From an optimization exercise on the open Yosys and OpenROAD flow, aimed at small area; shortcuts taken in it are not production practice.
In this exercise RTL edits were held to simulation tests only and were not proved equivalent to the original.
Power figures rest on the tool's default switching activity, not on a simulated workload.

<file path="design/flow/constraint.sdc">
create_clock -name core_clock -period 40.0 [get_ports {clk}]
set_input_delay 8.0000 -clock core_clock [delete_from_list [all_inputs] [get_ports {clk}]]
set_output_delay 8.0000 -clock core_clock [all_outputs]
set_load 0.01 [all_outputs]
</file>
<file path="design/flow/flow/remap.tcl">
# Re-map the combinational logic of the standard synthesis for area.
# The flip-flops stay as the standard synthesis made them (same instances,
# names and cells): they are black boxes here, and only the logic between
# them and the ports is re-synthesised (ABC deepsyn, then area mapping).
yosys read_verilog $::env(REMAP_CELLS)
yosys read_verilog $::env(REMAP_IN)
yosys hierarchy -top $::env(FLOW_TOP)
yosys flatten
yosys techmap
yosys opt_clean -purge
set dont_use {}
foreach c {sky130_fd_sc_hd__probe_p_8 sky130_fd_sc_hd__probec_p_8 sky130_fd_sc_hd__lpflow_*} {
  lappend dont_use -dont_use $c
}
yosys abc -liberty $::env(REMAP_LIB) {*}$dont_use -script $::env(REMAP_SCRIPT)
yosys opt_clean -purge
# the cells ABC chose, as black boxes, for the checks below
yosys read_liberty -lib -ignore_redef $::env(REMAP_LIB)
yosys hilomap -singleton -hicell sky130_fd_sc_hd__conb_1 HI -locell sky130_fd_sc_hd__conb_1 LO
yosys insbuf -buf sky130_fd_sc_hd__buf_4 A X
yosys splitnets
yosys opt_clean -purge
yosys tee -o $::env(REMAP_STAT) stat -liberty $::env(REMAP_LIB)
yosys check -assert -mapped
yosys write_verilog -noattr -nohex -nodec $::env(REMAP_OUT)
</file>
<file path="design/flow/flow/cells.py">
#!/usr/bin/env python3
# Writes a Verilog model of every cell in a liberty file: combinational cells
# as assign statements from their liberty functions, sequential and
# tri-state cells as black boxes. usage: cells.py lib out.v
import re, sys
lib = open(sys.argv[1]).read()
out = []
for m in re.finditer(r'\n    cell \("(\w+)"\) \{(.*?)\n    \}', lib, re.S):
    name, body = m.group(1), m.group(2)
    parts = re.split(r'\n        pin \("', body)[1:]
    pins = []
    for p in parts:
        pn = p.split('"')[0]
        d = re.search(r'direction : "(\w+)"', p)
        f = re.search(r'\n            function : "(.*?)"', p)
        tri = 'three_state' in p
        pins.append((pn, d.group(1) if d else 'input', f.group(1) if f else None, tri))
    seq = re.search(r'\n        (ff|latch|statetable) ?\(', body) is not None
    comb = not seq and all(f is not None and not t for pn, d, f, t in pins if d == 'output') \
        and any(d == 'output' for pn, d, f, t in pins)
    ports = ', '.join(('input ' if d == 'input' else 'output ') + pn for pn, d, f, t in pins
                      if d in ('input', 'output'))
    if comb:
        out.append('module %s(%s);' % (name, ports))
        for pn, d, f, t in pins:
            if d == 'output':
                e = f.replace('!', '~').replace('+', '|').replace('*', '&')
                e = re.sub(r'\)\s*\(', ')&(', e)
                out.append('  assign %s = %s;' % (pn, e))
        out.append('endmodule')
    else:
        out.append('(* blackbox *)\nmodule %s(%s);\nendmodule' % (name, ports))
open(sys.argv[2], 'w').write('\n'.join(out) + '\n')
</file>
<file path="design/flow/config.mk">
export PLATFORM = sky130hd
export DESIGN_NAME = EE314_GROUP38
export DESIGN_NICKNAME = EE314_GROUP38
export VERILOG_FILES = /design/flow/design.v
export SDC_FILE = /design/flow/constraint.sdc
export NUM_CORES = 4
export LEC_CHECK = 0
export CAP_MARGIN = 20
export CORE_MARGIN = 2
export CORE_UTILIZATION = 40
export CTS_BUF_LIST = sky130_fd_sc_hd__clkbuf_8
export PLACE_DENSITY = 0.6
export SLEW_MARGIN = 20
</file>
<file path="design/flow/design.v">
module button_debouncer (
    input  wire clk,
    input  wire rst,
    input  wire btn_raw_in,
    output reg  btn_debounced_out
);
    localparam [17:0] DB_CLR = 18'h2e51f;
    localparam [17:0] DB_RST = 18'h1ca3e;
    reg        s1, s2;
    reg [17:0] c;
    always @(posedge clk) begin
        if (rst) begin
            s1 <= 1'b1;
            s2 <= 1'b1;
            c  <= DB_RST;
            btn_debounced_out <= 1'b1;
        end else begin
            s1 <= btn_raw_in;
            s2 <= s1;
            c  <= (s1 != s2) ? DB_CLR : {c[16:0], c[17] ^ c[10]};
            if (&c)
                btn_debounced_out <= s2;
        end
    end
endmodule
module input_handler (
    input  wire clk,
    input  wire rst,
    input  wire tick,
    input  wire key_left,
    input  wire key_right,
    input  wire key_attack,
    output reg  mv_l,
    output reg  mv_r,
    output reg  atk
);
    wire db_l, db_r;
    button_debouncer db_left  (.clk(clk), .rst(rst), .btn_raw_in(key_left),  .btn_debounced_out(db_l));
    button_debouncer db_right (.clk(clk), .rst(rst), .btn_raw_in(key_right), .btn_debounced_out(db_r));
    always @(posedge clk) begin
        if (rst) begin
            mv_l <= 1'b0; mv_r <= 1'b0; atk <= 1'b0;
        end else if (tick) begin
            mv_l <= ~db_l;
            mv_r <= ~db_r;
            atk  <= ~key_attack;
        end
    end
endmodule
module game_clocks (
    input  wire clk,
    input  wire rst,
    input  wire sw1,
    input  wire key_step,
    input  wire frame_sync,
    output wire tick
);
    reg k1, k2, kp;
    always @(posedge clk) begin
        if (rst) begin
            k1 <= 1'b0; k2 <= 1'b0; kp <= 1'b0;
        end else begin
            k1 <= key_step; k2 <= k1; kp <= k2;
        end
    end
    assign tick = sw1 ? (k2 & ~kp) : frame_sync;
endmodule
module character_renderer (
    input  wire [9:0] H,
    input  wire [9:0] V,
    input  wire [9:0] px,
    input  wire [1:0] ps,
    output wire       body,
    output wire       hitbox
);
    wire [10:0] dx = {1'b0, H} - {1'b0, px};
    wire near_x = (dx[10:6] == 5'd0);
    assign body   = near_x && !dx[5] && (V[8:0] >= 9'd380) && (V[8:0] <= 9'd439);
    assign hitbox = near_x &&  dx[5] && (V[8:0] >= 9'd406) && (V[8:0] <= 9'd413) && (ps != 2'd0);
endmodule
module graphics_mixer (
    input  wire       st_menu,
    input  wire       st_cd,
    input  wire       mode_1p,
    input  wire       lit,
    input  wire       y_title,
    input  wire       y_mode,
    input  wire       body,
    input  wire       hitbox,
    input  wire [1:0] ps,
    output reg  [3:0] code
);
    localparam [3:0] C_BG = 4'b1001, C_WHITE = 4'b0011, C_GREEN = 4'b0010, C_ORANGE = 4'b0101, C_LGRAY = 4'b1110, C_RED = 4'b0001, C_CREAM = 4'b0111, C_START = 4'b1010, C_RECOV = 4'b1111, C_BLUE = 4'b1000;
    always @(*) begin
        code = C_BG;
        if (st_menu) begin
            if (lit) begin
                if (y_title)     code = C_WHITE;
                else if (y_mode) code = mode_1p ? C_GREEN : C_ORANGE;
                else             code = C_LGRAY;
            end
        end else if (st_cd) begin
            if (lit) code = C_RED;
        end else if (hitbox) begin
            case (ps)
                2'd1: code = C_BLUE;
                2'd2: code = C_RED;
                default: code = C_GREEN;
            endcase
        end else if (body) begin
            case (ps)
                2'd0: code = C_CREAM;
                2'd1: code = C_START;
                2'd2: code = C_RED;
                default: code = C_RECOV;
            endcase
        end
    end
endmodule
module vga_driver (
    input  wire       clk,
    input  wire       rst,
    output reg  [9:0] H,
    output reg  [9:0] V,
    output wire       de,
    output wire       hs,
    output wire       vs,
    output wire       frame_sync
);
    reg ldt;
    wire h_end = H[9] & H[8] & (&H[4:0]);         
    wire v_end = V[9] & V[3] & V[2];               
    always @(posedge clk) begin
        if (rst) begin
            H   <= 10'd0;
            V   <= 10'd0;
            ldt <= 1'b0;
        end else begin
            H   <= h_end ? 10'd0 : H + 10'd1;
            ldt <= h_end;
            V   <= (ldt && v_end) ? 10'd0 : V + {9'd0, ldt};
        end
    end
    assign de = (H < 10'd640) && (V < 10'd480);
    assign hs = !((H >= 10'd666) && (H <= 10'd761));
    assign vs = !((V == 10'd491) || (V == 10'd492));
    assign frame_sync = (V == 10'd493) && (H == 10'd2);
endmodule
module game_state_controller (
    input  wire       clk,
    input  wire       rst,
    input  wire       tick,
    input  wire       mv_l,
    input  wire       mv_r,
    input  wire       atk,
    input  wire       sw0,
    output wire [1:0] st,
    output reg        mode_1p,
    output reg  [9:0] px,
    output wire [1:0] ps,
    output wire [1:0] cdp
);
    localparam [4:0] K_MENU = 5'd24, K_CD = 5'd25;
    reg [4:0] k;
    reg       pv;
    reg       dir_latch, dir_attack;
    wire menu = (k == K_MENU);
    wire cd   = (k == K_CD);
    wire gp   = !(k[4] & k[3]);
    assign st = menu ? 2'b00 : cd ? 2'b01 : 2'b10;
    wire any_btn = mv_l | mv_r | atk;
    wire start   = tick && any_btn && !pv;
    wire cd_done = (px == 10'd304);
    assign cdp = (px[8:0] < 9'd184) ? 2'd3 : (px[8:0] < 9'd244) ? 2'd2 : cd_done ? 2'd0 : 2'd1;
    wire idle  = (k == 5'd0);
    wire k_end = (k == {4'b1011, ~dir_attack});
    assign ps = idle ? 2'd0 :
                (k <= {4'b0010, ~dir_attack}) ? 2'd1 :
                (k <= 5'd7) ? 2'd2 : 2'd3;
    wire [9:0] px_step = px + (cd ? 10'd1 : mv_l ? 10'h3fe : 10'd3);
    wire low_clamp  = (px[9:1] == 9'd0);         
    wire high_clamp = (px > 10'd605);
    always @(posedge clk) begin
        if (rst) begin
            mode_1p <= 1'b0;
        end else if (tick) begin
            mode_1p <= sw0;
        end
    end
    always @(posedge clk) begin
        if (rst) begin
            k <= K_MENU; pv <= 1'b0; px <= 10'd304;
            dir_latch <= 1'b0; dir_attack <= 1'b0;
        end else if (menu) begin
            px <= start ? 10'd124 : 10'd304;
            if (tick) pv <= any_btn;
            if (start) k <= K_CD;
        end else if (cd) begin
            pv <= 1'b0;
            if (tick) begin
                if (cd_done) k <= 5'd0;
                else px <= px_step;
            end
        end else if (tick) begin
            pv <= atk;
            if (idle) begin
                dir_latch <= mv_l | mv_r;
                if (atk && !pv) begin
                    dir_attack <= dir_latch;
                    k <= 5'd1;
                end else if (mv_l)
                    px <= low_clamp ? 10'd0 : px_step;
                else if (mv_r)
                    px <= high_clamp ? 10'd608 : px_step;
            end else
                k <= k_end ? 5'd0 : k + 5'd1;
        end
    end
endmodule
module text_renderer (
    input  wire [9:0] H,
    input  wire [9:0] V,
    input  wire st_menu,
    input  wire st_cd,
    input  wire [1:0] cdp,
    input  wire mode_1p,
    output wire lit,
    output wire y_title,
    output wire y_mode
);
  wire new_n29, new_n30, new_n31, new_n32, new_n33, new_n34, new_n35,
    new_n36, new_n37, new_n38, new_n39, new_n40, new_n41, new_n42, new_n43,
    new_n44, new_n45, new_n46, new_n47, new_n48, new_n49, new_n50, new_n51,
    new_n52, new_n53, new_n54, new_n55, new_n56, new_n57, new_n58, new_n59,
    new_n60, new_n61, new_n62, new_n63, new_n64, new_n65, new_n66, new_n67,
    new_n68, new_n69, new_n70, new_n71, new_n72, new_n73, new_n74, new_n75,
    new_n76, new_n77, new_n78, new_n79, new_n80, new_n82, new_n83, new_n84,
    new_n85, new_n86, new_n87, new_n88, new_n89, new_n90, new_n91, new_n92,
    new_n93, new_n94, new_n95, new_n96, new_n97, new_n98, new_n99,
    new_n100, new_n102, new_n103, new_n104, new_n105, new_n106, new_n107,
    new_n108, new_n109, new_n110, new_n111, new_n112, new_n113, new_n114,
    new_n115, new_n116, new_n117, new_n118, new_n119, new_n120, new_n121,
    new_n122, new_n123, new_n124, new_n125, new_n126, new_n127, new_n128,
    new_n129, new_n130, new_n131, new_n132, new_n133, new_n134, new_n135,
    new_n136, new_n137, new_n138, new_n139, new_n140, new_n141, new_n142,
    new_n143, new_n144, new_n145, new_n146, new_n147, new_n148, new_n149,
    new_n150, new_n151, new_n152, new_n153, new_n154, new_n155, new_n156,
    new_n157, new_n158, new_n159, new_n160, new_n161, new_n162, new_n163,
    new_n164, new_n165, new_n166, new_n167, new_n168, new_n169, new_n170,
    new_n171, new_n172, new_n173, new_n174, new_n175, new_n176, new_n177,
    new_n178, new_n179, new_n180, new_n181, new_n182, new_n183, new_n184,
    new_n185, new_n186, new_n187, new_n188, new_n189, new_n190, new_n191,
    new_n192, new_n193, new_n194, new_n195, new_n196, new_n197, new_n198,
    new_n199, new_n200, new_n201, new_n202, new_n203, new_n204, new_n205,
    new_n206, new_n207, new_n208, new_n209, new_n210, new_n211, new_n212,
    new_n213, new_n214, new_n215, new_n216, new_n217, new_n218, new_n219,
    new_n220, new_n221, new_n222, new_n223, new_n224, new_n225, new_n226,
    new_n227, new_n228, new_n229, new_n230, new_n231, new_n232, new_n233,
    new_n234, new_n235, new_n236, new_n237, new_n238, new_n239, new_n240,
    new_n241, new_n242, new_n243, new_n244, new_n245, new_n246, new_n247,
    new_n248, new_n249, new_n250, new_n251, new_n252, new_n253, new_n254,
    new_n255, new_n256, new_n257, new_n258, new_n259, new_n260, new_n261,
    new_n262, new_n263, new_n264, new_n265, new_n266, new_n267, new_n268,
    new_n269, new_n270, new_n271, new_n272, new_n273, new_n274, new_n275,
    new_n276, new_n277, new_n278, new_n279, new_n280, new_n281, new_n282,
    new_n283, new_n284, new_n285, new_n286, new_n287, new_n288, new_n289,
    new_n290, new_n291, new_n292, new_n293, new_n294, new_n295, new_n296,
    new_n297, new_n298, new_n299, new_n300, new_n301, new_n302, new_n303,
    new_n304, new_n305, new_n306, new_n307, new_n308, new_n309, new_n310,
    new_n311, new_n312, new_n313, new_n314, new_n315, new_n316, new_n317,
    new_n318, new_n319, new_n320, new_n321, new_n322, new_n323, new_n324,
    new_n325, new_n326, new_n327, new_n328, new_n329, new_n330, new_n331,
    new_n332, new_n333, new_n334, new_n335, new_n336, new_n337, new_n338,
    new_n339, new_n340, new_n341;
  assign new_n29 = cdp[0] & ~cdp[1];
  assign new_n30 = H[4] & ~H[6];
  assign new_n31 = ~H[4] & H[6];
  assign new_n32 = ~new_n30 & ~new_n31;
  assign new_n33 = V[6] & V[7];
  assign new_n34 = ~V[8] & new_n33;
  assign new_n35 = ~V[5] & st_cd;
  assign new_n36 = new_n34 & new_n35;
  assign new_n37 = ~H[7] & H[8];
  assign new_n38 = ~H[9] & new_n37;
  assign new_n39 = ~V[3] & ~V[4];
  assign new_n40 = V[3] & V[4];
  assign new_n41 = ~new_n39 & ~new_n40;
  assign new_n42 = new_n38 & new_n41;
  assign new_n43 = new_n36 & new_n42;
  assign new_n44 = ~new_n32 & new_n43;
  assign new_n45 = ~H[3] & H[4];
  assign new_n46 = H[3] & ~H[4];
  assign new_n47 = H[6] & new_n46;
  assign new_n48 = ~new_n45 & ~new_n47;
  assign new_n49 = ~H[5] & ~H[6];
  assign new_n50 = ~new_n46 & new_n49;
  assign new_n51 = H[5] & H[6];
  assign new_n52 = ~new_n50 & ~new_n51;
  assign new_n53 = new_n48 & new_n52;
  assign new_n54 = ~H[2] & ~H[3];
  assign new_n55 = H[2] & H[3];
  assign new_n56 = ~new_n54 & ~new_n55;
  assign new_n57 = new_n53 & ~new_n56;
  assign new_n58 = new_n44 & new_n57;
  assign new_n59 = ~new_n29 & new_n58;
  assign new_n60 = H[6] & ~cdp[0];
  assign new_n61 = ~cdp[1] & new_n60;
  assign new_n62 = new_n43 & new_n61;
  assign new_n63 = ~H[4] & H[5];
  assign new_n64 = new_n54 & ~new_n63;
  assign new_n65 = H[4] & ~H[5];
  assign new_n66 = ~new_n54 & ~new_n65;
  assign new_n67 = ~new_n64 & ~new_n66;
  assign new_n68 = new_n62 & new_n67;
  assign new_n69 = ~new_n59 & ~new_n68;
  assign new_n70 = ~H[5] & new_n62;
  assign new_n71 = new_n56 & new_n70;
  assign new_n72 = new_n69 & new_n71;
  assign new_n73 = st_menu & new_n38;
  assign new_n74 = ~H[6] & new_n73;
  assign new_n75 = V[2] & V[3];
  assign new_n76 = V[4] & ~V[5];
  assign new_n77 = new_n75 & ~new_n76;
  assign new_n78 = ~V[4] & V[5];
  assign new_n79 = ~new_n75 & ~new_n78;
  assign new_n80 = new_n34 & ~new_n79;
  assign y_mode = ~new_n77 & new_n80;
  assign new_n82 = new_n74 & y_mode;
  assign new_n83 = new_n69 & ~new_n82;
  assign new_n84 = ~new_n55 & ~new_n63;
  assign new_n85 = new_n55 & ~new_n65;
  assign new_n86 = ~new_n84 & ~new_n85;
  assign new_n87 = ~new_n83 & new_n86;
  assign new_n88 = ~new_n72 & ~new_n87;
  assign new_n89 = H[5] & new_n74;
  assign new_n90 = ~new_n45 & ~new_n46;
  assign new_n91 = new_n89 & ~new_n90;
  assign new_n92 = new_n31 & new_n73;
  assign new_n93 = ~new_n91 & ~new_n92;
  assign new_n94 = V[1] & V[2];
  assign new_n95 = ~V[3] & ~new_n94;
  assign new_n96 = ~new_n78 & new_n95;
  assign new_n97 = ~new_n76 & ~new_n95;
  assign new_n98 = ~V[6] & ~V[8];
  assign new_n99 = V[7] & new_n98;
  assign new_n100 = ~new_n97 & new_n99;
  assign y_title = ~new_n96 & new_n100;
  assign new_n102 = ~new_n93 & y_title;
  assign new_n103 = ~cdp[0] & cdp[1];
  assign new_n104 = new_n44 & ~new_n103;
  assign new_n105 = ~new_n76 & ~new_n78;
  assign new_n106 = ~V[6] & ~V[7];
  assign new_n107 = V[8] & new_n106;
  assign new_n108 = ~new_n41 & new_n107;
  assign new_n109 = ~new_n105 & new_n108;
  assign new_n110 = new_n73 & new_n109;
  assign new_n111 = ~new_n104 & ~new_n110;
  assign new_n112 = ~new_n102 & new_n111;
  assign new_n113 = new_n53 & ~new_n112;
  assign new_n114 = new_n88 & ~new_n113;
  assign new_n115 = V[1] & y_title;
  assign new_n116 = ~y_mode & ~new_n115;
  assign new_n117 = V[2] & ~new_n116;
  assign new_n118 = ~V[2] & new_n116;
  assign new_n119 = ~new_n117 & ~new_n118;
  assign new_n120 = ~V[2] & V[5];
  assign new_n121 = V[1] & new_n98;
  assign new_n122 = V[2] & new_n121;
  assign new_n123 = ~new_n120 & ~new_n122;
  assign new_n124 = V[3] & ~new_n123;
  assign new_n125 = V[6] & new_n120;
  assign new_n126 = ~V[3] & ~new_n125;
  assign new_n127 = ~new_n122 & new_n126;
  assign new_n128 = ~new_n124 & ~new_n127;
  assign new_n129 = ~new_n119 & new_n128;
  assign new_n130 = ~V[1] & ~new_n98;
  assign new_n131 = ~new_n121 & ~new_n130;
  assign new_n132 = ~V[0] & ~new_n131;
  assign new_n133 = ~H[2] & ~V[6];
  assign new_n134 = H[2] & V[6];
  assign new_n135 = ~new_n133 & ~new_n134;
  assign new_n136 = ~H[1] & ~new_n135;
  assign new_n137 = H[1] & new_n135;
  assign new_n138 = ~new_n136 & ~new_n137;
  assign new_n139 = ~new_n132 & ~new_n138;
  assign new_n140 = new_n129 & new_n139;
  assign new_n141 = cdp[0] & new_n58;
  assign new_n142 = ~V[7] & ~new_n48;
  assign new_n143 = new_n32 & new_n55;
  assign new_n144 = new_n31 & ~new_n55;
  assign new_n145 = H[5] & ~new_n54;
  assign new_n146 = V[6] & ~new_n145;
  assign new_n147 = ~new_n144 & new_n146;
  assign new_n148 = ~new_n143 & new_n147;
  assign new_n149 = ~new_n142 & ~new_n148;
  assign new_n150 = ~new_n141 & new_n149;
  assign new_n151 = ~H[0] & ~H[1];
  assign new_n152 = H[0] & H[1];
  assign new_n153 = ~new_n151 & ~new_n152;
  assign new_n154 = ~new_n138 & ~new_n153;
  assign new_n155 = new_n132 & ~new_n154;
  assign new_n156 = new_n128 & new_n155;
  assign new_n157 = ~new_n136 & ~new_n156;
  assign new_n158 = ~new_n150 & new_n157;
  assign new_n159 = ~new_n140 & new_n158;
  assign new_n160 = V[0] & ~new_n131;
  assign new_n161 = V[2] & ~new_n155;
  assign new_n162 = new_n136 & new_n161;
  assign new_n163 = ~new_n160 & new_n162;
  assign new_n164 = new_n129 & ~new_n163;
  assign new_n165 = ~new_n159 & new_n164;
  assign new_n166 = ~H[0] & ~V[0];
  assign new_n167 = new_n129 & new_n166;
  assign new_n168 = V[0] & new_n153;
  assign new_n169 = V[1] & V[4];
  assign new_n170 = new_n168 & new_n169;
  assign new_n171 = new_n138 & ~new_n153;
  assign new_n172 = ~new_n170 & ~new_n171;
  assign new_n173 = ~new_n167 & new_n172;
  assign new_n174 = H[3] & y_title;
  assign new_n175 = new_n150 & ~new_n174;
  assign new_n176 = new_n119 & ~new_n128;
  assign new_n177 = ~new_n175 & ~new_n176;
  assign new_n178 = ~new_n173 & new_n177;
  assign new_n179 = ~new_n165 & new_n178;
  assign new_n180 = V[7] & new_n69;
  assign new_n181 = ~V[0] & new_n131;
  assign new_n182 = new_n171 & new_n181;
  assign new_n183 = new_n138 & new_n160;
  assign new_n184 = new_n132 & new_n153;
  assign new_n185 = ~new_n183 & ~new_n184;
  assign new_n186 = ~new_n182 & new_n185;
  assign new_n187 = new_n176 & new_n186;
  assign new_n188 = new_n138 & ~new_n176;
  assign new_n189 = ~V[6] & ~new_n188;
  assign new_n190 = ~new_n187 & new_n189;
  assign new_n191 = new_n180 & ~new_n190;
  assign new_n192 = ~new_n179 & new_n191;
  assign new_n193 = H[1] & V[1];
  assign new_n194 = ~new_n119 & new_n193;
  assign new_n195 = new_n139 & ~new_n194;
  assign new_n196 = new_n150 & ~new_n155;
  assign new_n197 = ~new_n195 & new_n196;
  assign new_n198 = ~new_n131 & ~new_n168;
  assign new_n199 = ~new_n138 & ~new_n198;
  assign new_n200 = ~new_n183 & ~new_n199;
  assign new_n201 = V[0] & new_n131;
  assign new_n202 = H[2] & new_n201;
  assign new_n203 = ~new_n200 & ~new_n202;
  assign new_n204 = H[1] & ~H[2];
  assign new_n205 = ~V[0] & V[2];
  assign new_n206 = new_n204 & new_n205;
  assign new_n207 = ~new_n203 & ~new_n206;
  assign new_n208 = ~new_n150 & new_n207;
  assign new_n209 = new_n128 & ~new_n162;
  assign new_n210 = ~new_n208 & new_n209;
  assign new_n211 = ~new_n197 & new_n210;
  assign new_n212 = new_n136 & new_n201;
  assign new_n213 = ~V[2] & ~new_n137;
  assign new_n214 = ~new_n212 & new_n213;
  assign new_n215 = ~new_n128 & ~new_n214;
  assign new_n216 = ~new_n161 & new_n215;
  assign new_n217 = ~new_n180 & ~new_n216;
  assign new_n218 = ~new_n211 & new_n217;
  assign new_n219 = new_n67 & new_n82;
  assign new_n220 = ~mode_1p & new_n219;
  assign new_n221 = new_n88 & ~new_n220;
  assign new_n222 = new_n91 & y_title;
  assign new_n223 = new_n58 & new_n103;
  assign new_n224 = ~H[5] & new_n110;
  assign new_n225 = ~H[3] & ~new_n31;
  assign new_n226 = new_n224 & ~new_n225;
  assign new_n227 = ~new_n223 & ~new_n226;
  assign new_n228 = ~new_n222 & new_n227;
  assign new_n229 = new_n221 & new_n228;
  assign new_n230 = ~new_n218 & new_n229;
  assign new_n231 = ~new_n192 & new_n230;
  assign new_n232 = new_n67 & ~new_n221;
  assign new_n233 = new_n69 & ~new_n232;
  assign new_n234 = ~H[6] & new_n233;
  assign new_n235 = new_n176 & new_n201;
  assign new_n236 = ~new_n138 & ~new_n235;
  assign new_n237 = new_n153 & new_n201;
  assign new_n238 = ~new_n198 & ~new_n237;
  assign new_n239 = new_n129 & new_n238;
  assign new_n240 = ~new_n236 & ~new_n239;
  assign new_n241 = ~new_n175 & ~new_n240;
  assign new_n242 = ~new_n157 & ~new_n235;
  assign new_n243 = new_n175 & new_n242;
  assign new_n244 = ~new_n140 & ~new_n243;
  assign new_n245 = ~new_n241 & new_n244;
  assign new_n246 = new_n234 & new_n245;
  assign new_n247 = ~new_n119 & new_n132;
  assign new_n248 = new_n128 & new_n201;
  assign new_n249 = ~new_n247 & ~new_n248;
  assign new_n250 = ~new_n129 & ~new_n249;
  assign new_n251 = ~new_n175 & ~new_n250;
  assign new_n252 = new_n171 & ~new_n235;
  assign new_n253 = new_n128 & new_n247;
  assign new_n254 = new_n175 & ~new_n253;
  assign new_n255 = ~new_n252 & new_n254;
  assign new_n256 = ~new_n251 & ~new_n255;
  assign new_n257 = ~new_n234 & ~new_n256;
  assign new_n258 = ~new_n229 & ~new_n257;
  assign new_n259 = ~new_n246 & new_n258;
  assign new_n260 = ~new_n231 & ~new_n259;
  assign new_n261 = ~new_n114 & ~new_n260;
  assign new_n262 = new_n45 & new_n224;
  assign new_n263 = new_n89 & new_n174;
  assign new_n264 = ~new_n262 & ~new_n263;
  assign new_n265 = new_n233 & new_n264;
  assign new_n266 = new_n128 & new_n203;
  assign new_n267 = ~new_n236 & ~new_n266;
  assign new_n268 = ~V[2] & new_n198;
  assign new_n269 = new_n128 & new_n268;
  assign new_n270 = new_n267 & new_n269;
  assign new_n271 = ~new_n267 & ~new_n269;
  assign new_n272 = H[6] & ~new_n271;
  assign new_n273 = ~new_n270 & new_n272;
  assign new_n274 = new_n176 & new_n181;
  assign new_n275 = new_n254 & ~new_n274;
  assign new_n276 = ~new_n242 & new_n275;
  assign new_n277 = ~new_n273 & ~new_n276;
  assign new_n278 = new_n265 & ~new_n277;
  assign new_n279 = ~V[2] & ~new_n203;
  assign new_n280 = new_n165 & ~new_n279;
  assign new_n281 = ~new_n131 & new_n138;
  assign new_n282 = new_n219 & ~new_n281;
  assign new_n283 = new_n176 & ~new_n282;
  assign new_n284 = ~V[0] & ~new_n204;
  assign new_n285 = new_n169 & ~new_n284;
  assign new_n286 = H[1] & ~V[1];
  assign new_n287 = ~H[1] & V[1];
  assign new_n288 = ~new_n286 & ~new_n287;
  assign new_n289 = new_n166 & new_n288;
  assign new_n290 = H[1] & ~new_n166;
  assign new_n291 = H[2] & ~new_n290;
  assign new_n292 = ~new_n289 & new_n291;
  assign new_n293 = ~new_n285 & ~new_n292;
  assign new_n294 = ~new_n119 & new_n293;
  assign new_n295 = H[2] & V[0];
  assign new_n296 = new_n186 & ~new_n295;
  assign new_n297 = ~new_n183 & new_n293;
  assign new_n298 = H[2] & ~new_n297;
  assign new_n299 = ~new_n296 & ~new_n298;
  assign new_n300 = new_n128 & ~new_n299;
  assign new_n301 = ~new_n294 & ~new_n300;
  assign new_n302 = ~new_n235 & new_n301;
  assign new_n303 = ~new_n283 & new_n302;
  assign new_n304 = ~new_n280 & ~new_n303;
  assign new_n305 = ~new_n265 & new_n304;
  assign new_n306 = ~new_n70 & new_n229;
  assign new_n307 = ~new_n71 & ~new_n306;
  assign new_n308 = new_n153 & new_n274;
  assign new_n309 = H[1] & H[2];
  assign new_n310 = new_n160 & new_n309;
  assign new_n311 = new_n129 & new_n310;
  assign new_n312 = ~new_n252 & ~new_n311;
  assign new_n313 = ~new_n308 & new_n312;
  assign new_n314 = new_n219 & ~new_n313;
  assign new_n315 = ~new_n307 & ~new_n314;
  assign new_n316 = ~new_n305 & ~new_n315;
  assign new_n317 = ~new_n278 & new_n316;
  assign new_n318 = ~H[0] & V[0];
  assign new_n319 = ~new_n286 & ~new_n318;
  assign new_n320 = new_n135 & ~new_n319;
  assign new_n321 = ~new_n288 & ~new_n320;
  assign new_n322 = new_n288 & new_n320;
  assign new_n323 = ~new_n321 & ~new_n322;
  assign new_n324 = new_n128 & new_n323;
  assign new_n325 = ~new_n129 & ~new_n324;
  assign new_n326 = new_n159 & ~new_n325;
  assign new_n327 = ~new_n287 & ~new_n319;
  assign new_n328 = ~new_n119 & new_n327;
  assign new_n329 = H[0] & ~V[0];
  assign new_n330 = ~new_n287 & ~new_n329;
  assign new_n331 = ~new_n286 & ~new_n330;
  assign new_n332 = new_n119 & new_n331;
  assign new_n333 = new_n150 & ~new_n332;
  assign new_n334 = ~new_n328 & new_n333;
  assign new_n335 = new_n128 & ~new_n334;
  assign new_n336 = ~new_n236 & ~new_n335;
  assign new_n337 = ~new_n326 & ~new_n336;
  assign new_n338 = ~new_n265 & new_n337;
  assign new_n339 = new_n315 & new_n338;
  assign new_n340 = ~new_n317 & ~new_n339;
  assign new_n341 = new_n114 & ~new_n340;
  assign lit = new_n261 | new_n341;
endmodule
module seven_segment_controller (
    input  wire       clk,
    input  wire       rst,
    input  wire       tick,
    input  wire       st_menu,
    input  wire       mode_1p,
    output wire [6:0] hex0,
    output wire [6:0] hex1,
    output wire [6:0] hex2,
    output wire [6:0] hex3,
    output wire [6:0] hex4,
    output wire [6:0] hex5
);
    reg hx, hy;
    always @(posedge clk) begin
        if (rst) begin
            hx <= 1'b0; hy <= 1'b0;
        end else if (tick) begin
            hx <= !st_menu | !mode_1p;
            hy <= !st_menu |  mode_1p;
        end
    end
    wire f  = hx & hy;
    wire m2 = hx & ~hy;
    wire m1 = ~hx & hy;
    assign hex5 = f ? 7'b0001110 : 7'b1111111;
    assign hex4 = f ? 7'b1111001 : 7'b1111111;
    assign hex3 = f ? 7'b1000010 : 7'b1111111;
    assign hex2 = f ? 7'b0001001 : m1 ? 7'b1111001 : m2 ? 7'b0100100 : 7'b1111111;
    assign hex1 = f ? 7'b0000111 : (m1 | m2) ? 7'b0001100 : 7'b1111111;
    assign hex0 = 7'b1111111;
endmodule
module EE314_GROUP38(
    input              clk,         
    input              rst,         
    output     [6:0]   HEX0,
    output     [6:0]   HEX1,
    output     [6:0]   HEX2,
    output     [6:0]   HEX3,
    output     [6:0]   HEX4,
    output     [6:0]   HEX5,
    input      [3:0]   KEY,
    input      [1:0]   SW,
    output             VGA_BLANK_N,
    output     [7:0]   VGA_B,
    output             VGA_HS,
    output     [7:0]   VGA_R,
    output     [7:0]   VGA_G,
    output             VGA_SYNC_N,
    output             VGA_VS
);
    wire [9:0] H, V;
    wire de, frame_sync, tick;
    wire mv_l, mv_r, atk;
    wire [1:0] st;
    wire [1:0] cdp;
    wire mode_1p;
    wire [9:0] px;
    wire [1:0] ps;
    wire lit, y_title, y_mode, body, hitbox;
    wire [3:0] code;
    wire st_menu = (st == 2'b00);
    wire st_cd   = (st == 2'b01);
    vga_driver vga (.clk(clk), .rst(rst), .H(H), .V(V), .de(de), .hs(VGA_HS), .vs(VGA_VS),
                    .frame_sync(frame_sync));
    game_clocks clocks (.clk(clk), .rst(rst), .sw1(SW[1]), .key_step(KEY[0]),
                        .frame_sync(frame_sync), .tick(tick));
    input_handler inputs (.clk(clk), .rst(rst), .tick(tick), .key_left(KEY[1]), .key_right(KEY[2]),
                          .key_attack(KEY[3]), .mv_l(mv_l), .mv_r(mv_r), .atk(atk));
    game_state_controller game (.clk(clk), .rst(rst), .tick(tick), .mv_l(mv_l), .mv_r(mv_r),
                                .atk(atk), .sw0(SW[0]), .st(st), .mode_1p(mode_1p), .px(px),
                                .ps(ps), .cdp(cdp));
    text_renderer text (.H(H), .V(V), .st_menu(st_menu), .st_cd(st_cd), .cdp(cdp),
                        .mode_1p(mode_1p), .lit(lit), .y_title(y_title), .y_mode(y_mode));
    character_renderer sprite (.H(H), .V(V), .px(px), .ps(ps), .body(body), .hitbox(hitbox));
    graphics_mixer mixer (.st_menu(st_menu), .st_cd(st_cd), .mode_1p(mode_1p), .lit(lit),
                          .y_title(y_title), .y_mode(y_mode), .body(body), .hitbox(hitbox),
                          .ps(ps), .code(code));
    reg [3:0] cc;
    always @(posedge clk) begin
        if (rst || !de) begin
            cc <= 4'd0;
        end else begin
            cc <= code;
        end
    end
    wire [7:0] rgb;
    assign rgb[0] = (cc == 4'b1001) | (cc == 4'b0011) | (cc == 4'b1010) | (cc == 4'b1000);
    assign rgb[1] = (cc == 4'b0011) | (cc == 4'b1110) | (cc == 4'b0111) | (cc == 4'b1010) | (cc == 4'b1000);
    assign rgb[2] = (cc == 4'b1001) | (cc == 4'b0011) | (cc == 4'b0010) | (cc == 4'b0111) | (cc == 4'b1010);
    assign rgb[3] = (cc == 4'b0011) | (cc == 4'b0010) | (cc == 4'b1110) | (cc == 4'b0111) | (cc == 4'b1010) | (cc == 4'b1111);
    assign rgb[4] = (cc == 4'b0011) | (cc == 4'b0010) | (cc == 4'b0101) | (cc == 4'b1110) | (cc == 4'b0111) | (cc == 4'b1010) | (cc == 4'b1111);
    assign rgb[5] = (cc == 4'b1001) | (cc == 4'b0011) | (cc == 4'b0101) | (cc == 4'b0001) | (cc == 4'b0111) | (cc == 4'b1111);
    assign rgb[6] = (cc == 4'b0011) | (cc == 4'b0101) | (cc == 4'b1110) | (cc == 4'b0001) | (cc == 4'b0111);
    assign rgb[7] = (cc == 4'b0011) | (cc == 4'b0101) | (cc == 4'b1110) | (cc == 4'b0001) | (cc == 4'b0111);
    assign VGA_R = {rgb[7:5], rgb[7:6], rgb[7:5]};
    assign VGA_G = {rgb[4:2], rgb[4:3], rgb[4:2]};
    assign VGA_B = {rgb[1:0], rgb[1:0], rgb[1:0], rgb[1:0]};
    assign VGA_BLANK_N = de;
    assign VGA_SYNC_N  = 1'b1;
    seven_segment_controller seg7 (.clk(clk), .rst(rst), .tick(tick), .st_menu(st_menu),
                                   .mode_1p(mode_1p), .hex0(HEX0), .hex1(HEX1), .hex2(HEX2),
                                   .hex3(HEX3), .hex4(HEX4), .hex5(HEX5));
endmodule
</file>
<file path="design/flow/flow/run.sh">
#!/bin/bash
# Own layout flow: the standard flow (standard.sh), with two changes:
#  - after the standard synthesis, the combinational logic between the
#    flip-flops and ports is re-synthesised for area with Yosys and ABC
#    (flow/remap.tcl; eight ABC deepsyn runs with different seeds and
#    starting points, each followed by a don't-care resubstitution pass
#    (mfs2) and remapping; the smallest result is kept); the flip-flops are
#    left exactly as the standard synthesis made them;
#  - ports are buffered with 1x buffers;
#  - the constant outputs share one tie cell (no repair_tie_fanout).
# The clock tree uses 8x clock buffers and no dummy loads (CTS_ARGS).
# Each tool's full output goes to a log file of its own in the work folder.
set -euo pipefail
here=$(cd "$(dirname "${BASH_SOURCE[0]}")" && pwd)
work=$(pwd)
res=$work/orfs/results/${FLOW_PLATFORM}/EE314_GROUP38/base
export BUFFER_PORTS_ARGS="-buffer_cell sky130_fd_sc_hd__buf_1"
export SKIP_REPAIR_TIE_FANOUT=1
export CTS_ARGS="-sink_clustering_enable -repair_clock_nets -buf_list sky130_fd_sc_hd__clkbuf_8 -dont_use_dummy_load"

bash standard.sh synth > synth.log 2>&1

export REMAP_DIR=$work/remap
mkdir -p "$REMAP_DIR"
export REMAP_LIB=$FLOW_HOME/platforms/${FLOW_PLATFORM}/lib/sky130_fd_sc_hd__tt_025C_1v80.lib
export REMAP_CELLS=$REMAP_DIR/cells.v
export REMAP_IN=$REMAP_DIR/1_2_yosys.standard.v
cp "$res/1_2_yosys.v" "$REMAP_IN"
python3 "$here/cells.py" "$REMAP_LIB" "$REMAP_CELLS" > cells.log 2>&1
pre="dc2; balance; rewrite; refactor; balance; rewrite; rewrite -z; balance; refactor -z; rewrite -z; balance"
post="dch; amap; mfs2 -W 4 -M 500; strash; dch; amap; topo"
run_remap() {  # $1: run number, $2: deepsyn seed, $3: 1 to start from a rewritten graph
  local p=""
  [[ $3 == 1 ]] && p="$pre; "
  echo "strash; $p&get -n; &deepsyn -T 300 -S $2; &put; $post" > "$REMAP_DIR/s$1.abc"
  REMAP_SCRIPT=$REMAP_DIR/s$1.abc REMAP_OUT=$REMAP_DIR/out$1.v REMAP_STAT=$REMAP_DIR/stat$1.txt \
    yosys -c "$here/remap.tcl" > "remap$1.log" 2>&1
}
# two rounds of four runs in parallel (NUM_CORES is 4)
for round in 0 1; do
  pids=()
  for i in 1 2 3 4; do
    n=$((round * 4 + i))
    run_remap "$n" "$n" $((i % 2)) &
    pids+=($!)
  done
  for p in "${pids[@]}"; do wait "$p" || true; done
done
best=""; best_area=""
for s in 1 2 3 4 5 6 7 8; do
  [[ -s $REMAP_DIR/out$s.v && -s $REMAP_DIR/stat$s.txt ]] || continue
  a=$(awk '/Chip area/ {print $NF}' "$REMAP_DIR/stat$s.txt")
  if [[ -z $best_area ]] || awk -v a="$a" -v b="$best_area" 'BEGIN {exit !(a < b)}'; then
    best=$s; best_area=$a
  fi
done
[[ -n $best ]] || { echo "remap failed" >&2; exit 1; }
echo "remap: kept run $best, area $best_area" > remap.log
cp "$REMAP_DIR/out$best.v" "$res/1_2_yosys.v"
rm -f "$res/1_synth.odb" "$res/1_synth.sdc"
bash standard.sh synth > synth_odb.log 2>&1

bash standard.sh finish > layout.log 2>&1
</file>
<file path="design/flow/standard.sh">
#!/bin/bash
# synth_recipe.tcl (not shown) runs the flow's synth.tcl, then flattens the netlist and writes it again
# the make line also repeats each setting of config.mk as NAME=value (left out here)
make -C /OpenROAD-flow-scripts/flow DESIGN_CONFIG=/design/flow/config.mk WORK_HOME=/design/flow/orfs CLKGATE_MAP_FILE= SYNTH_SCRIPT=/design/flow/synth_recipe.tcl "${@:-finish}"
</file>
==> key figures, run 1 <==
Run status
  • Status: timing/DRC/antenna clean

Detailed routing
  • Via count: 5162
  • DR vias/cell: 5.49
  • Iter 0 DRT Violations: 328
  • Detailed Route WL: 14.0 mm
  • Routed WL per cell: 14.9 um
  • Post-DRT Antenna Nets: 0
  • Drt drc: 0
  • Initial DRT Pass Iterations: 5

Clock tree
  • CTS tree: done
  • Hold_buf cts: 0
  • Number of CTS-inserted buffers: 9
  • Post-CTS Resized: 0
  • Clk latency of the worst-skew pair: 350 ps
  • Root buffer selected by CTS: clkbuf_8
  • Clk sinks: 94
  • CTS clk-pin slew, worst paths: 90 ps
  • Setup bufs post-CTS: 0
  • CTS Buffer Depth: 2
  • H-tree Lvls: 3

Power
  • Seq pwr share: 0.610
  • Leakage power: 1.79 nW
  • Clock power share: 0.299
  • Comb pwr share: 0.091
  • Switch Pwr: 0.0407 mW
  • P_int: 0.122 mW
  • Sw Ratio: 0.251
  • Peak supply drop: 24.2 uV
  • Pwr/cell area: 29.9 mW/mm^2

STA
  • RSZ-0062 raised after global routing: false
  • Fin crit share: 0.260
  • Slew @ Worst Pin: 972 ps
  • Slew headroom: 0.345
  • Slew Viols, Final: 0
  • Final Setup Violations: 0
  • Setup TNS: 0 ps
  • Min cycle time layout: 10420 ps
  • Fmax: 96.0 MHz
  • Layout Skew: 21.5 ps
  • Final Hold Violating Endpoints: 0

GRT
  • Pin count of the biggest net entering global routing: 51
  • All-layer global routing usage: 0.198
  • Number of global-route vias before repair: 4810
  • First-pass GRT wire length: 23.0 mm
  • Initial antenna violation count: 0
  • Remaining Overflow, GRT: 0

Setup path
  • CP Max Fanout: 8
  • Setup crit start kind: register
  • WS Path Type: reg2out
  • Slowest cell on crit path: or4_1
  • FF-to-FF Start: vga.H[1]
  • Worst path most repeated cell: nand2_1
  • CP required: 32000 ps
  • Worst setup path startpoint: vga.H[2]
  • CP endpoint kind: output pin
  • Crit-path cells: clkinv_1 > nand2_1 > nand3_1 > nand2_1 > o32ai_1 > or4_1 > buf_1
  • R2r worst-path depth: 17
  • Critical Path AT: 2420 ps
  • Max incr delay on CP: 590 ps

Floorplanning
  • Row count: 41
  • Die Wd: 119 um
  • Vertical die dimension: 119 um
  • Io pins: 78
  • Starting Density: 0.412
  • Core ar.: 0.0127 mm^2
  • Die area: 0.0141 mm^2

Min path
  • Hold Path Class: reg2reg
  • Hold depth: 2
  • Min-delay src: clocks.k2

Synthesis
  • Synth Warn #: 8
  • Net Count, Synth: 762
  • Syn_area_per_cell: 6.96 um^2
  • Mapped Cells: 754
  • Post-Syn Area: 0.00525 mm^2

Cells and area
  • Diodes inserted: 0
  • Layout Area Growth over Synthesis: 3.29%
  • Ratio of cells with drive above 1 in the final layout: 0.0169
  • # nets final: 779
  • Post-route design area: 0.00542 mm^2

Placed design
  • GPL Wtd Cong: 0.917
  • Final HPWL DP: 10.8 mm
  • Port Buffer Count: 58
  • Cell area after placement: 0.00529 mm^2

Job
  • Max-cap violations: 0
layout make-up:
type | count | area (um^2)
fillers | 1402 | 7300
well taps | 172 | 215
multi-input cells | 514 | 2620
clock buffers | 9 | 124
flip-flops and latches | 94 | 1880
inverters | 92 | 345
repair buffers | 60 | 234
cells in the final DEF (no fill, tap or decap), types with 13 or more instances in the layout:
cell type,instances
nor2_1,175
a21oi_1,33
o21ai_0,68
nor3_1,38
a211oi_1,14
dfxtp_1,94
nand2_1,44
o21a_1,14
buf_1,57
a31oi_1,13
or3_1,15
clkinv_1,92
routing by layer:
layer  global-route usage  vias up  share of wire
li1                     -     2596              -
met1                0.242     2369           0.44
met2                0.339      154           0.48
met3               0.0323       43          0.042
met4               0.0908        0          0.036
met5                    0        -              0
worst max-delay path: cells and delay by family (launching register included):
family,cells,cell delay [ps]
AO/OA/AOI/OAI,1,110
buffers and inverters,2,480
flip-flops,1,500
AND/OR/NAND/NOR,4,990
stage by stage:
step / total power, mW / setup slack (ps) / util / hold slack, ps / std cells
finish: 0.162 / 29580 / 0.426 / 420 / 941
floorplan: 0.113 / 29870 / - / 398 / 754
global route: 0.170 / 29280 / 0.426 / 437 / 941
CTS: 0.164 / 29590 / 0.426 / 427 / 941
detailed placement: 0.116 / 29380 / 0.416 / 412 / 932
global placement: 0.116 / 29540 / 0.416 / 408 / 932
worst paths after layout:
kind                            slack (ps)         to
worst max-delay path                 29580     VGA_HS
worst min-delay path                   420  clocks.kp
worst max register to register       34860      cc[0]
worst min register to register         420  clocks.kp
sequential cells by signal, summed over array words and instances, names as in the netlist, 4 cells and up:
signal,flops
vga.V,10
vga.H,10
inputs.db_left.c,18
game.px,10
cc,4
game.k,5
inputs.db_right.c,18
power by group through the flow:
stage                     logic, mW  clock network [mW]  registers, mW
after CTS                    0.0147              0.0501         0.0990
final                        0.0148              0.0486         0.0990
after global routing         0.0166              0.0539         0.0994
after floorplan              0.0127                   0          0.100
after global placement       0.0145                   0          0.101
after detailed placement     0.0146                   0          0.101
==> run 2, diff against run 1 <==
--- a/design/flow/design.v
+++ b/design/flow/design.v
@@ -143,8 +143,8 @@
     end
     assign de = (H < 10'd640) && (V < 10'd480);
     assign hs = !((H >= 10'd666) && (H <= 10'd761));
-    assign vs = !((V == 10'd491) || (V == 10'd492));
-    assign frame_sync = (V == 10'd493) && (H == 10'd2);
+    assign vs = !((V[8:0] == 9'd491) || (V[8:0] == 9'd492));
+    assign frame_sync = (V[8:0] == 9'd493) && (H == 10'd2);
 endmodule
 module game_state_controller (
     input  wire       clk,
@@ -164,13 +164,13 @@
     reg [4:0] k;
     reg       pv;
     reg       dir_latch, dir_attack;
-    wire menu = (k == K_MENU);
-    wire cd   = (k == K_CD);
+    wire menu = k[4] & k[3] & ~k[0];      
+    wire cd   = k[4] & k[3] &  k[0];      
     wire gp   = !(k[4] & k[3]);
     assign st = menu ? 2'b00 : cd ? 2'b01 : 2'b10;
     wire any_btn = mv_l | mv_r | atk;
     wire start   = tick && any_btn && !pv;
-    wire cd_done = (px == 10'd304);
+    wire cd_done = px[8] & px[5] & px[4];
     assign cdp = (px[8:0] < 9'd184) ? 2'd3 : (px[8:0] < 9'd244) ? 2'd2 : cd_done ? 2'd0 : 2'd1;
     wire idle  = (k == 5'd0);
     wire k_end = (k == {4'b1011, ~dir_attack});
@@ -179,7 +179,7 @@
                 (k <= 5'd7) ? 2'd2 : 2'd3;
     wire [9:0] px_step = px + (cd ? 10'd1 : mv_l ? 10'h3fe : 10'd3);
     wire low_clamp  = (px[9:1] == 9'd0);         
-    wire high_clamp = (px > 10'd605);
+    wire high_clamp = px[9] & px[6] & (px[5] | (&px[4:1]));
     always @(posedge clk) begin
         if (rst) begin
             mode_1p <= 1'b0;
==> run 2 against run 1 <==
Effect of this change: clock power hardly changed; fmax is 1.3% higher; first-iteration DRC count is 47% higher; highest routed layer unchanged; via count is 0.52% higher.
==> key figures, run 2 <==
Run status
  • Status: timing/DRC/antenna clean

Cells and area
  • Commonest non-fill, non-tap cell in the layout: nor2_1
  • # nets final: 763 (-2.1%)
  • Most frequent cells in the layout: nor2_1 (161), dfxtp_1 (94), clkinv_1 (85)
  • FILL cells: 1368 (-2.4%)
  • Filler-free cell count of the finished design: 925 (-1.7%)
  • Diodes inserted: 0 (unchanged)
  • Post-route design area: 0.00536 mm^2 (-1.0%)
  • Biggest regs: inputs.db_left.c x18, inputs.db_right.c x18
  • Ratio of cells with drive above 1 in the final layout: 0.0146 (-0.00230)
  • Layout Area Growth over Synthesis: 3.08%

Min path
  • WHS Endpoint: clocks.kp
  • Min-delay src: clocks.k2
  • Hold Path Class: reg2reg
  • Hold depth: 2 (unchanged)

Setup path
  • Setup crit start kind: input port
  • Flop-to-flop setup slack: 35010 ps (+150 ps)
  • Critical Path AT: 10540 ps (+8120 ps)
  • Reg2reg end: cc[2]
  • Slowest cell on crit path: nor4b_1
  • Worst setup path startpoint: SW[1]
  • CP required: 40250 ps (+8250 ps)
  • CP endpoint kind: register
  • CP Max Fanout: 11 (+3)
  • Worst path bufs/invs: 3 (+1)
  • WS Path Type: in2reg
  • Max incr delay on CP: 350 ps (-240 ps)
  • Crit-path cells: buf_1 > nor4_1 > nor4b_1 > a21oi_1 > nor2_1 > clkinv_1 > nor3_1 > o21ai_0 > clkinv_1 > nor2_1 > o311ai_0
  • R2r worst-path depth: 18 (+1)
  • Delay-heaviest family, CP: simple AND/OR/NAND/NOR gates
  • FF-to-FF Start: vga.H[2]

Detailed routing
  • Detailed Route WL: 14.6 mm (+4.2%)
  • Initial DRT Pass Iterations: 5 (unchanged)
  • Post-DRT Antenna Nets: 0 (unchanged)
  • DR vias/cell: 5.61 (+2.3%)
  • Via count: 5189 (+0.52%)
  • Iter 0 DRT Violations: 483 (+47%)
  • Routed WL per cell: 15.8 um (+6.0%)
  • Drt drc: 0 (unchanged)

Power
  • Leakage power: 1.72 nW (-3.8%)
  • Overall Power: 0.162 mW (-0.13%)
  • Pwr/cell area: 30.2 mW/mm^2 (+0.92%)
  • Peak supply drop: 32.9 uV (+36%)

Clock tree
  • CTS clk-pin slew, worst paths: 90 ps (about the same)
  • CTS tree: done
  • Hold_buf cts: 0 (unchanged)
  • Root buffer selected by CTS: clkbuf_8
  • CTS Buffer Depth: 2 (unchanged)
  • Post-CTS Resized: 0 (unchanged)
  • Number of CTS-inserted buffers: 9 (unchanged)
  • Setup bufs post-CTS: 0 (unchanged)
  • Clk latency of the worst-skew pair: 370 ps (+20 ps)
  • Clk sinks: 94 (unchanged)
  • H-tree Lvls: 3 (unchanged)

STA
  • Final Hold Violating Endpoints: 0 (unchanged)
  • Fmax: 97.2 MHz (+1.3%)
  • Setup TNS: 0 ps (unchanged)
  • Slew headroom: 0.391 (+0.0460)
  • Final WS setup: 29710 ps (+131 ps)
  • Layout Skew: 23.2 ps (+1.72 ps)
  • Final Setup Violations: 0 (unchanged)
  • Slew Viols, Final: 0 (unchanged)
  • Min cycle time layout: 10290 ps (-131 ps)
  • RSZ-0062 raised after global routing: false
  • Slew @ Worst Pin: 913 ps (-58.7 ps)
  • Fin crit share: 0.257 (-0.00328)

GRT
  • Number of global-route vias before repair: 4906 (+2.0%)
  • First-pass GRT wire length: 24.0 mm (+4.3%)
  • All-layer global routing usage: 0.209 (+0.0115)
  • Initial antenna violation count: 0 (unchanged)
  • Pin count of the biggest net entering global routing: 46 (-9.8%)
  • Remaining Overflow, GRT: 0 (unchanged)

Placed design
  • Cell area after placement: 0.00524 mm^2 (-0.97%)
  • Placed Cells: 916 (-1.7%)
  • Port Buffer Count: 58 (unchanged)
  • Final HPWL DP: 11.1 mm (+2.5%)
  • GPL Wtd Cong: 0.955 (+4.1%)
  • Dpl ws: 29460 ps (+81.4 ps)

Floorplanning
  • Die area: 0.0139 mm^2 (-0.80%)
  • Io pins: 78 (unchanged)
  • Core ar.: 0.0127 mm^2 (-0.40%)
  • Starting Density: 0.411 (-0.00179)
  • Die Wd: 118 um (-0.40%)
  • Row count: 41 (unchanged)
  • Vertical die dimension: 118 um (-0.40%)

Synthesis
  • Synth Warn #: 8 (unchanged)
  • Mapped Cells: 739 (-2.0%)
  • Syn_area_per_cell: 7.04 um^2 (+1.2%)
  • Post-Syn Area: 0.00520 mm^2 (-0.83%)
  • Net Count, Synth: 747 (-2.0%)

Job
  • Max-cap violations: 0 (unchanged)
==> run 2: cell count changes in the layout (fill, tap and decap cells not counted), sizes merged, moves of 7 or more <==
cell    delta
clkinv     -7
a21oi     +12
nor2      -14
o21ai     -16
o22ai      +8
nor3      -10
==> run 2: power breakdown <==
group,internal [mW],switching (mW)
sequential,0.0967,0.00265
clock,0.0202,0.0286
combinational,0.00434,0.00957
==> run 2: worst max-delay path by stage <==
stage / cells after the start / to / slack (ps)
global route: 11 / game.px[4] / 29400
detailed placement: 11 / game.px[4] / 29460
global placement: 11 / game.px[4] / 29650
CTS: 6 / VGA_VS / 29790
finish: 11 / game.px[4] / 29710
floorplan: 10 / game.px[4] / 30140
==> run 2: final cells by class <==
cell class                      instances  area (um^2)  area share
Multi-Input combinational cell        506         2600       0.484
Tap cell                              172          215      0.0401
Timing Repair Buffer                   59          226      0.0422
Sequential cell                        94         1880       0.351
Clock buffer                            9          124      0.0231
Inverter                               85          319      0.0595
==> run 2: through the flow <==
step | util | hold slack, ps
after CTS | 0.423 | 405
after global routing | 0.423 | 423
after floorplan | - | 398
after global placement | 0.414 | 408
after detailed placement | 0.414 | 409
final | 0.423 | 396
==> run 2: routing by layer <==
layer | vias up | share of wire | track usage
met4 | 0 | 0.047 | 0.122
met2 | 199 | 0.47 | 0.348
li1 | 2568 | - | -
met5 | - | 0 | 0
met3 | 59 | 0.044 | 0.0223
met1 | 2363 | 0.44 | 0.262
==> run 2: tightest hold or removal path, cell delays in order, from the launching register on <==
cell      delay (ps)
dfxtp_1          300
clkinv_1          50
nor2_1            30

[port drivers added, routing unchanged]
How much do the figures lean on ideal ports? The routed layouts below were timed once more, with nothing changed but the port constraints. Step 1 assumes that a clkbuf_16 drives the clock port and a buf_2 every other input. Step 2 adds t to the input delays and takes it off the output delays; t is the mean of the earliest and latest rising clock arrival at the registers after step 1. Input paths then give back, and output paths get back, about the clock's delay inside the block. Three values: no drivers, after step 1, after step 2; two values: the first two.
| run | t, ns | slack for setup (ns) | worst setup path at the end |
|---|---|---|---|
| run 1 | 0.374 | 29.583 / 29.551 / 29.282 | input to register |
| run 2 | 0.382 | 29.715 / 29.704 / 29.339 | input to register |
After both steps every run listed still meets setup and hold. For run 2, which loses most, drivers alone change the setup slack by -0.011 ns; drivers and shift together by -0.376 ns.
